This is an optimization exercise on Yosys and OpenROAD, whose aim is small area, a short achievable clock period and few clock cycles, not a production implementation. No run shown here included a check of the RTL's function; only the layout flow was run.

## flow/design.v (module list and top-level ports; edited modules follow where they fit)
// module MandelbrotGen: 1302 lines
// module mfa: 4 lines
// module mha: 4 lines
module MandelbrotGen(
		input Clk_100M,           
		input  [4:0]BTNS,         
		input  SW0,               
		input  SW15,              
		output reg [18:0] addrA,  
		output reg [11:0] dinA,   
		output reg wea            
    );
  // ...
==> flow/flow/run.sh <==
#!/bin/bash
# Layout flow: the standard synthesis (standard.sh synth), then the
# standard ORFS layout steps (standard.sh's make command) with these changes:
#  - the resizer's timing repair aims for a larger setup slack margin, so that
#    it shortens the critical paths below the clock period;
#  - extra ORFS variables given in EXTRA below.
# Each tool's output goes to a log file in this folder.
set -euo pipefail
MARGIN=7.5
EXTRA='BUFFER_PORTS_ARGS="-buffer_cell sky130_fd_sc_hd__buf_2"'
bash standard.sh synth > synth.log 2>&1
sed -e "s/SETUP_SLACK_MARGIN=[0-9.]*/SETUP_SLACK_MARGIN=$MARGIN/" \
    -e "s|\"\${@:-finish}\"|$EXTRA \"\${@:-finish}\"|" standard.sh > layout.sh
bash layout.sh > layout.log 2>&1
==> flow/standard.sh <==
#!/bin/bash
# synth_recipe.tcl (not shown) runs the flow's synth.tcl, then flattens the netlist and writes it again
# the make line also repeats each setting of config.mk as NAME=value (left out here)
make -C /OpenROAD-flow-scripts/flow DESIGN_CONFIG=/design/flow/config.mk WORK_HOME=/design/flow/orfs CLKGATE_MAP_FILE= SYNTH_SCRIPT=/design/flow/synth_recipe.tcl "${@:-finish}"
==> flow/config.mk <==
export PLATFORM = sky130hd
export DESIGN_NAME = MandelbrotGen
export DESIGN_NICKNAME = MandelbrotGen
export VERILOG_FILES = /design/flow/design.v
export SDC_FILE = /design/flow/constraint.sdc
export NUM_CORES = 8
export LEC_CHECK = 0
export ABC_AREA = 1
export CAP_MARGIN = 70
export CORE_MARGIN = 2
export CORE_UTILIZATION = 40
export SETUP_SLACK_MARGIN = 5
export SLEW_MARGIN = 70
export SYNTH_HIERARCHICAL = 1
export SYNTH_MINIMUM_KEEP_SIZE = 0
export TNS_END_PERCENT = 0
==> flow/constraint.sdc <==
create_clock -name core_clock -period 11.0 [get_ports {Clk_100M}]
set_input_delay 2.2000 -clock core_clock [delete_from_list [all_inputs] [get_ports {Clk_100M}]]
set_output_delay 2.2000 -clock core_clock [all_outputs]
set_load 0.01 [all_outputs]
==> impl_metrics.py, run 1 <==
metrics = {
    "place": {
        "routabilityCongestion": 0.915,
        "place_hpwl_um": 68200,
    },
    "worst_setup_path": {
        "ff2ff_setup_slack_ns": 7.23,
        "worst_r2r_path_depth": 14,
        "startpoint_type": "register",
        "r2r_start": "zi1[3]$_DFF_P_",
        "endpoint": "zh1_q[7]$_DFF_P_",
        "timing.setup.critical_path_class": "reg -> reg",
        "cp_num_cells": 14,
    },
    "clock_network": {
        "clock_tree.root_cell": "sky130_fd_sc_hd__clkbuf_16",
        "clk_lat_worst_skew_ns": 0.61,
        "cts.reportedPaths.clkPinSlew_ns": 0.07,
    },
    "synthesis": {
        "compound_gate_fraction_of_synth_area_pct": 10.9,
        "synth_commonest_cells": "sky130_fd_sc_hd__nand2_1 (790), sky130_fd_sc_hd__inv_1 (514), sky130_fd_sc_hd__fa_1 (421)",
        "syn-mean-instance-area_um2": 8.46,
        "async_flop_share_pct": 0,
    },
    "routing": {
        "wl_met3_um": 8370,
        "wire_per_inst_um": 19.7,
        "route.detailed.drc": 0,
        "via_count": 26300,
    },
    "min_path": {
        "hold-path-cell-count": 0,
        "min_path_type": "reg -> reg",
    },
    "global_route": {
        "global_route.usage.met2_pct": 36.5,
        "antenna_found_initial": 0,
        "grt_overflow_total": 0,
        "globalRoute.busiestLayer": "met2",
        "global_route.usage.met1_pct": 31.2,
        "grt.total_usage_pct": 23.4,
    },
    "layout": {
        "comb.multi_input.count": 2679,
        "clock_area_share_pct": 4.09,
    },
    "run_status": {
        "outcome": "finished clean",
    },
    "sta": {
        "post-route-period-util_pct": 34.2,
    },
    "die": {
        "initial_utilization_pct": 40.4,
    },
}
==> inputs of run 2 (changes only) <==
--- a/flow/design.v
+++ b/flow/design.v
@@ -40,18 +40,17 @@
 reg [0:0] xc_q;
 reg [17:0] t0_q;
 reg [17:0] t1_q;
 reg [17:0] u1_q;
 reg [17:0] yh1_q;
 reg [0:0] yc_q;
 reg [17:0] zh0_q;
 reg [17:0] zh1_q;
-reg [12:0] zl0_q;
-reg [12:0] zl1_q;
+reg [0:0] zc_q;
 reg [17:0] cr2, ci2;
 reg [7:0] n2;
 reg v2, d2, t2;
 wire p0, p1;
 mha u_p0 ((zr1[0] & zr1[4]), (zr1[1] & zr1[3]), p0, p1);
 wire p2, p3;
 mfa u_p2 ((zr1[0] & zr1[5]), (zr1[1] & zr1[4]), (zr1[3] & ~zr1[2]), p2, p3);
 wire p4, p5;
@@ -1039,27 +1038,26 @@
 wire p984, p985;
 mfa u_p984 (p710, p977, p982, p984, p985);
 wire p986, p987;
 mha u_p986 (p979, p984, p986, p987);
 wire p988, p989;
 mfa u_p988 (p675, p694, p711, p988, p989);
 wire p990, p991;
 mfa u_p990 (p983, p988, p985, p990, p991);
+wire [13:0] z_lo = {1'b0, {p771, p761, p758, p748, p735, p732, p726, p720, p716, p713, p552, p532, zi1[1]}} + {1'b0, {p782, p770, p760, p750, p742, p734, p728, p722, p718, p714, p712, 1'b0, p531}};
 wire [0:0] xc_w = {x_lo[14]};
 wire [17:0] t0_w = {p510, p508, p506, p504, p502, p500, p498, p496, p494, p492, p490, p488, p486, p484, p482, p480, p478, p476};
 wire [17:0] t1_w = {p509, p507, p505, p503, p501, p499, p497, p495, p493, p491, p489, p487, p485, p483, p481, p479, p477, 1'b0};
 wire [17:0] u1_w = {p528, p527, p526, p525, p524, p523, p522, p521, p520, p519, p518, p517, p516, p515, p514, p513, p512, 1'b1};
 wire [17:0] yh1_w = {p471, p470, p461, p460, p447, p446, p429, p428, p407, p406, p381, p380, p366, p350, p334, p320, p308, p296};
 wire [0:0] yc_w = {y_lo[14]};
 wire [17:0] zh0_w = {p987, p986, p975, p974, p959, p958, p939, p938, p915, p914, p887, p886, p855, p839, p823, p809, p795, p792};
 wire [17:0] zh1_w = {p990, p981, p980, p967, p966, p949, p948, p927, p926, p901, p900, p871, p870, p854, p838, p822, p808, p794};
-wire [12:0] zl0_w = {p771, p761, p758, p748, p735, p732, p726, p720, p716, p713, p552, p532, zi1[1]};
-wire [12:0] zl1_w = {p782, p770, p760, p750, p742, p734, p728, p722, p718, p714, p712, 1'b0, p531};
-wire [13:0] z_lo = {1'b0, zl0_q} + {1'b0, zl1_q};
+wire [0:0] zc_w = {z_lo[13]};
 wire q0, q1;
 mfa u_q0 (t0_q[0], t1_q[0], yh1_q[0], q0, q1);
 wire q2, q3;
 mfa u_q2 (t0_q[1], t1_q[1], yh1_q[1], q2, q3);
 wire q4, q5;
 mfa u_q4 (t0_q[2], t1_q[2], yh1_q[2], q4, q5);
 wire q6, q7;
 mfa u_q6 (t0_q[3], t1_q[3], yh1_q[3], q6, q7);
@@ -1198,17 +1196,17 @@
 wire q140, q141;
 mfa u_q140 (zh0_q[16], zh1_q[16], ci2[16], q140, q141);
 wire q142, q143;
 mfa u_q142 (zh0_q[17], zh1_q[17], ci2[17], q142, q143);
 wire [18:0] s_sum_t = {{q34, q32, q30, q28, q26, q24, q22, q20, q18, q16, q14, q12, q10, q8, q6, q4, q2, q0}, yc_q[0]} + {{q33, q31, q29, q27, q25, q23, q21, q19, q17, q15, q13, q11, q9, q7, q5, q3, q1, xc_q[0]}, yc_q[0]};
 wire [17:0] s_sum = s_sum_t[18:1];
 wire [18:0] nzr_t = {{q106, q104, q102, q100, q98, q96, q94, q92, q90, q88, q86, q84, q82, q80, q78, q76, q74, q72}, 1'b0} + {{q105, q103, q101, q99, q97, q95, q93, q91, q89, q87, q85, q83, q81, q79, q77, q75, q73, ~yc_q[0]}, 1'b0};
 wire [17:0] nzr = nzr_t[18:1];
-wire [18:0] nzi_t = {{q142, q140, q138, q136, q134, q132, q130, q128, q126, q124, q122, q120, q118, q116, q114, q112, q110, q108}, 1'b0} + {{q141, q139, q137, q135, q133, q131, q129, q127, q125, q123, q121, q119, q117, q115, q113, q111, q109, z_lo[13]}, 1'b0};
+wire [18:0] nzi_t = {{q142, q140, q138, q136, q134, q132, q130, q128, q126, q124, q122, q120, q118, q116, q114, q112, q110, q108}, 1'b0} + {{q141, q139, q137, q135, q133, q131, q129, q127, q125, q123, q121, q119, q117, q115, q113, q111, q109, zc_q[0]}, 1'b0};
 wire [17:0] nzi = nzi_t[18:1];
 wire esc_s  = ~s_sum[17] & s_sum[16] & (|s_sum[15:0]);
 wire stop   = esc_s | (n2 == 8'd149);
 wire retire = v2 & d2 & (t2 == hpar) & ~restart;
 wire take   = (~v2 | retire) & ~restart;
 wire pan = pan_im | pan_re;
 wire [17:0] add_a = pan_im ? im0 : pan_re ? re0 : col0 ? ci1 : cr1;
 wire [17:0] add_b = pan ? {shift[12:0], 5'b0} : shift;
@@ -1249,18 +1247,17 @@
 	xc_q <= xc_w;
 	t0_q <= t0_w;
 	t1_q <= t1_w;
 	u1_q <= u1_w;
 	yh1_q <= yh1_w;
 	yc_q <= yc_w;
 	zh0_q <= zh0_w;
 	zh1_q <= zh1_w;
-	zl0_q <= zl0_w;
-	zl1_q <= zl1_w;
+	zc_q <= zc_w;
 	cr2 <= cr1; ci2 <= ci1; n2 <= n1; d2 <= d1; t2 <= t1;
 	v2 <= v1 & ~restart;
 	zr1 <= zr_nx;
 	zi1 <= zi_nx;
 		if (take) begin
 		cr1 <= crn; ci1 <= cin;
 		n1 <= 8'd0; d1 <= 1'b0; t1 <= ipar;
 	end else begin
==> impl_metrics.py, run 2 <==
metrics = {
    "place": {
        "placement.cell_area_um2": 33000,
        "place.port_buffers": 36,
        "routabilityCongestion": 0.910,
        "place_hpwl_um": 68200,
    },
    "worst_setup_path": {
        "worst_r2r_path_depth": 13,
        "slowest_cell_on_crit_path": "sky130_fd_sc_hd__fa_1",
        "worstPathMaxFanout": 8,
        "cp-startpoint": "zi1[7]$_DFF_P_",
        "critical_path.endpoint_type": "register",
        "startpoint_type": "register",
        "regToRegEndpoint": "zh1_q[7]$_DFF_P_",
        "worst_ep_required_time_ns": 11.46,
        "ff2ff_setup_slack_ns": 7.22,
        "timing.critical_path.mode_cell": "sky130_fd_sc_hd__fa_1",
        "timing.setup.critical_path_class": "reg -> reg",
        "r2r_start": "zi1[7]$_DFF_P_",
        "cpPeakStageDelay_ns": 0.47,
        "endpoint": "zh1_q[7]$_DFF_P_",
        "crit_path_cell_trace": "buf_12 -> inv_6 -> nor2_4 -> nand2_1 -> nand2_4 -> clkinv_4 -> o22ai_1 -> xor2_1 -> fa_1 -> fa_1 -> fa_1 -> fa_2 -> fa_1",
        "worst_ep_arrival_time_ns": 4.24,
    },
    "clock_network": {
        "max_clock_buf_depth": 3,
        "clock_tree.htree_level_count": 2,
        "clock_tree.root_cell": "sky130_fd_sc_hd__clkbuf_16",
        "tritoncts_num_sinks": 340,
        "tritoncts_clock_tree": "done",
        "cts.reportedPaths.clkPinSlew_ns": 0.06,
        "clk_lat_worst_skew_ns": 0.59,
        "cts_hold_buffers": 0,
        "cts-buffers-inserted": 41,
    },
    "sta": {
        "post-route-min-period_ns": 3.78,
        "rsz0062_at_grt": "true",
        "holdWs_ns": 0.324,
        "finalClockSkew_ns": 0.0308,
        "totalNegativeSetupSlack_ns": 0,
        "hold_viol_final": 0,
        "timing.fmax_ghz": 0.265,
        "finalSetupViolCount": 0,
        "post-route-period-util_pct": 34.4,
        "drv_slew": 0,
    },
    "synthesis": {
        "flip_flop_cell_with_the_highest_count_after_synthesis": "sky130_fd_sc_hd__dfxtp_1",
        "synth_commonest_cells": "sky130_fd_sc_hd__nand2_1 (791), sky130_fd_sc_hd__inv_1 (517), sky130_fd_sc_hd__fa_1 (421)",
        "number_of_enable_type_register_cells_in_the_synthesized_netlist": 42,
        "post_synth_instance_area_um2": 31500,
        "async_flop_share_pct": 0,
        "synth_instances": 3770,
        "netlist_top_cells_area": "sky130_fd_sc_hd__fa_1 (27%), sky130_fd_sc_hd__dfxtp_1 (19%), sky130_fd_sc_hd__nand2_1 (9.4%)",
        "syn-mean-instance-area_um2": 8.36,
        "synth_largest_type_area_fraction_pct": 26.7,
        "synth-seq-cells": 340,
        "ys_warn_count": 7,
        "netlist.top_cell.by_area": "sky130_fd_sc_hd__fa_1",
        "count_of_different_cell_masters_after_synthesis": 64,
        "synth-seq-area-share_pct": 22.9,
        "synthMostInstantiatedCell": "sky130_fd_sc_hd__nand2_1",
    },
    "routing": {
        "drt_first_iter_violations": 2675,
        "drt-total-wl_um": 96400,
        "iteration_count_of_the_initial_detailed_routing_pass": 6,
        "detailed_route_vias_per_instance": 5.35,
        "ant_nets": 0,
        "wire_per_inst_um": 19.8,
        "via_count": 26100,
        "route.detailed.drc": 0,
    },
    "global_route": {
        "grt.total_usage_pct": 23.6,
        "grt_first_pass_wirelength_um": 150000,
        "grt_overflow_total": 0,
        "antenna_found_initial": 0,
        "grt_pass1_vias": 25900,
        "largest_net_degree_at_the_start_of_global_routing": 68,
    },
    "die": {
        "overall_die_width_um": 285,
        "initial_utilization_pct": 40.6,
        "die_height_um": 285,
        "num_rows": 102,
        "num_io_pins": 40,
        "core_area_um2": 77700,
        "die_area_um2": 81100,
    },
    "layout": {
        "layout-drive-gt1-share_pct": 13.6,
        "areaGrowthSynthToFinish_pct": 15.8,
        "diodes": 0,
        "largest_reg_flops": 19,
        "post_route_design_area_um2": 36500,
        "seqCellArea_um2": 7290,
        "layout.cells.most_common_list": "sky130_fd_sc_hd__nand2_1 (781), sky130_fd_sc_hd__inv_1 (501), sky130_fd_sc_hd__fa_1 (395), sky130_fd_sc_hd__dfxtp_1 (274), sky130_fd_sc_hd__xor2_1 (190)",
        "fillCellCount": 7388,
        "nets": 4409,
        "layout_commonest_cell": "sky130_fd_sc_hd__nand2_1",
        "multiInputGateArea_um2": 22400,
        "max_flop_register": "addrA",
        "finish.utilization_pct": 47.0,
    },
    "run_status": {
        "outcome": "finished clean",
    },
    "job": {
        "maxCapViolCount": 0,
    },
    "min_path": {
        "min_path_type": "reg -> reg",
    },
}
[run 2: cell count changes after synthesis, moves of 6 or more]
| cell | before | now |
|---|---|---|
| sky130_fd_sc_hd__o21ai_1 | 27 | 12 |
| sky130_fd_sc_hd__o21ai_0 | 140 | 151 |
| sky130_fd_sc_hd__dfxtp_1 | 322 | 298 |
| sky130_fd_sc_hd__nand4_1 | 14 | 26 |
| sky130_fd_sc_hd__nor2_1 | 172 | 183 |
| sky130_fd_sc_hd__o22ai_1 | 161 | 167 |
| sky130_fd_sc_hd__nand3_1 | 163 | 151 |
| sky130_fd_sc_hd__or2_2 | 3 | 10 |
| sky130_fd_sc_hd__nand2_2 | 8 | 16 |
| sky130_fd_sc_hd__xnor2_1 | 20 | 10 |
[run 2: per-stage QoR]
stage                     setup WS, ns  std cells
after floorplan                   7.24       3782
after global placement            6.32       4702
after detailed placement          6.58       4709
after CTS                         7.26       4846
after global routing              7.11       4878
final                             7.22       4878
[run 2: logic make-up (layout without fill, tap and decap cells)]
kind of cell / after synthesis / after routing / synth area share (%)
XOR/XNOR: 225 / 225 / 6.32
adder cells (fa/ha/maj): 594 / 594 / 33.6
buffers and inverters: 746 / 802 / 9.06
AND/OR/NAND/NOR: 1262 / 1262 / 16.8
other: 2 / 14 / 0.0238
flip-flops: 340 / 340 / 22.9
multiplexers: 4 / 4 / 0.127
AO/OA/AOI/OAI: 597 / 597 / 11.2
[run 2: final cells by class]
| type | instances | area share, % |
|---|---|---|
| timing repair buffer | 174 | 4.92 |
| tap | 1040 | 3.56 |
| clock inverter | 19 | 0.726 |
| sequential | 340 | 20.0 |
| multi-input combinational | 2696 | 61.3 |
| inverter | 550 | 6.05 |
| timing repair inverter | 4 | 0.0822 |
| clock buffer | 55 | 3.35 |
[run 2: how the worst min path moves through the flow]
stage	startpoint	endpoint	slack, ns	depth (start not counted)
2_1_floorplan	d1$_SDFF_PP0_	d2$_DFF_P_	0.31	0
3_3_place_gp	n1[1]$_SDFF_PP0_	n2[1]$_DFF_P_	0.31	0
3_5_place_dp	n1[2]$_SDFF_PP0_	n2[2]$_DFF_P_	0.31	0
4_1_cts	n1[2]$_SDFF_PP0_	n2[2]$_DFF_P_	0.33	0
5_1_grt	n1[2]$_SDFF_PP0_	n2[2]$_DFF_P_	0.33	0
6_report	n1[7]$_SDFF_PP0_	n2[7]$_DFF_P_	0.32	0
[run 2: Yosys stat by module (local to each module, per instance)]
module	cells inside	flip-flops and latches
MandelbrotGen	3302	340
mfa	1	0
mha	1	0
[run 2: metal layers]
metal / GRT usage [%] / wire [um]
met1: 32.7 / 40900
met2: 37.5 / 44200
met3: 3.75 / 7500
met4: 8.46 / 3840
met5: 0 / 0
[run 2: what timing repair did]
action                     CTS  global route
buffers inserted            48            28
gates resized for setup    115           105
pin swaps                   35            53
setup endpoints to repair  149           134
gates cloned                15             0
[run 2: worst max-delay path: cells and delay by family (launching register included)]
family / cells / cell delay (ns)
AOI/OAI and AO/OA: 1 / 0.18
xor gates and xnor gates: 1 / 0.26
adders and majority gates: 5 / 2.16
buffers and inverters: 3 / 0.31
DFF: 1 / 0.40
and+or+nand+nor: 3 / 0.35

-- separate check: timing with driven ports --
No port has a modelled driver above. Below, the same layouts with a new extraction and two added sets of constraints.
Step 1 (the two cells are an assumption about what drives the block):
set clk [get_ports {Clk_100M}]
set_driving_cell -lib_cell sky130_fd_sc_hd__clkbuf_16 $clk
set_driving_cell -lib_cell sky130_fd_sc_hd__buf_2 [delete_from_list [all_inputs] $clk]
Step 2, shift: input delay + t, output delay - t, t = (earliest + latest rising clock arrival at the registers) / 2. This alone moves slack from input paths to output paths.
Three values: ideal ports, drivers, drivers and shift; two values: the first two.
run | t (ns) | setup slack, ns | slew at the worst register clock pin (ns) | worst data-port slew with drivers (ns)
run 1 | 0.649 | 7.233 / 7.233 / 7.233 | 0.07 / 0.07 | 0.03
run 2 | 0.638 | 7.220 / 7.220 / 7.220 | 0.08 / 0.08 | 0.03
After both steps setup and hold are still met in every run listed.
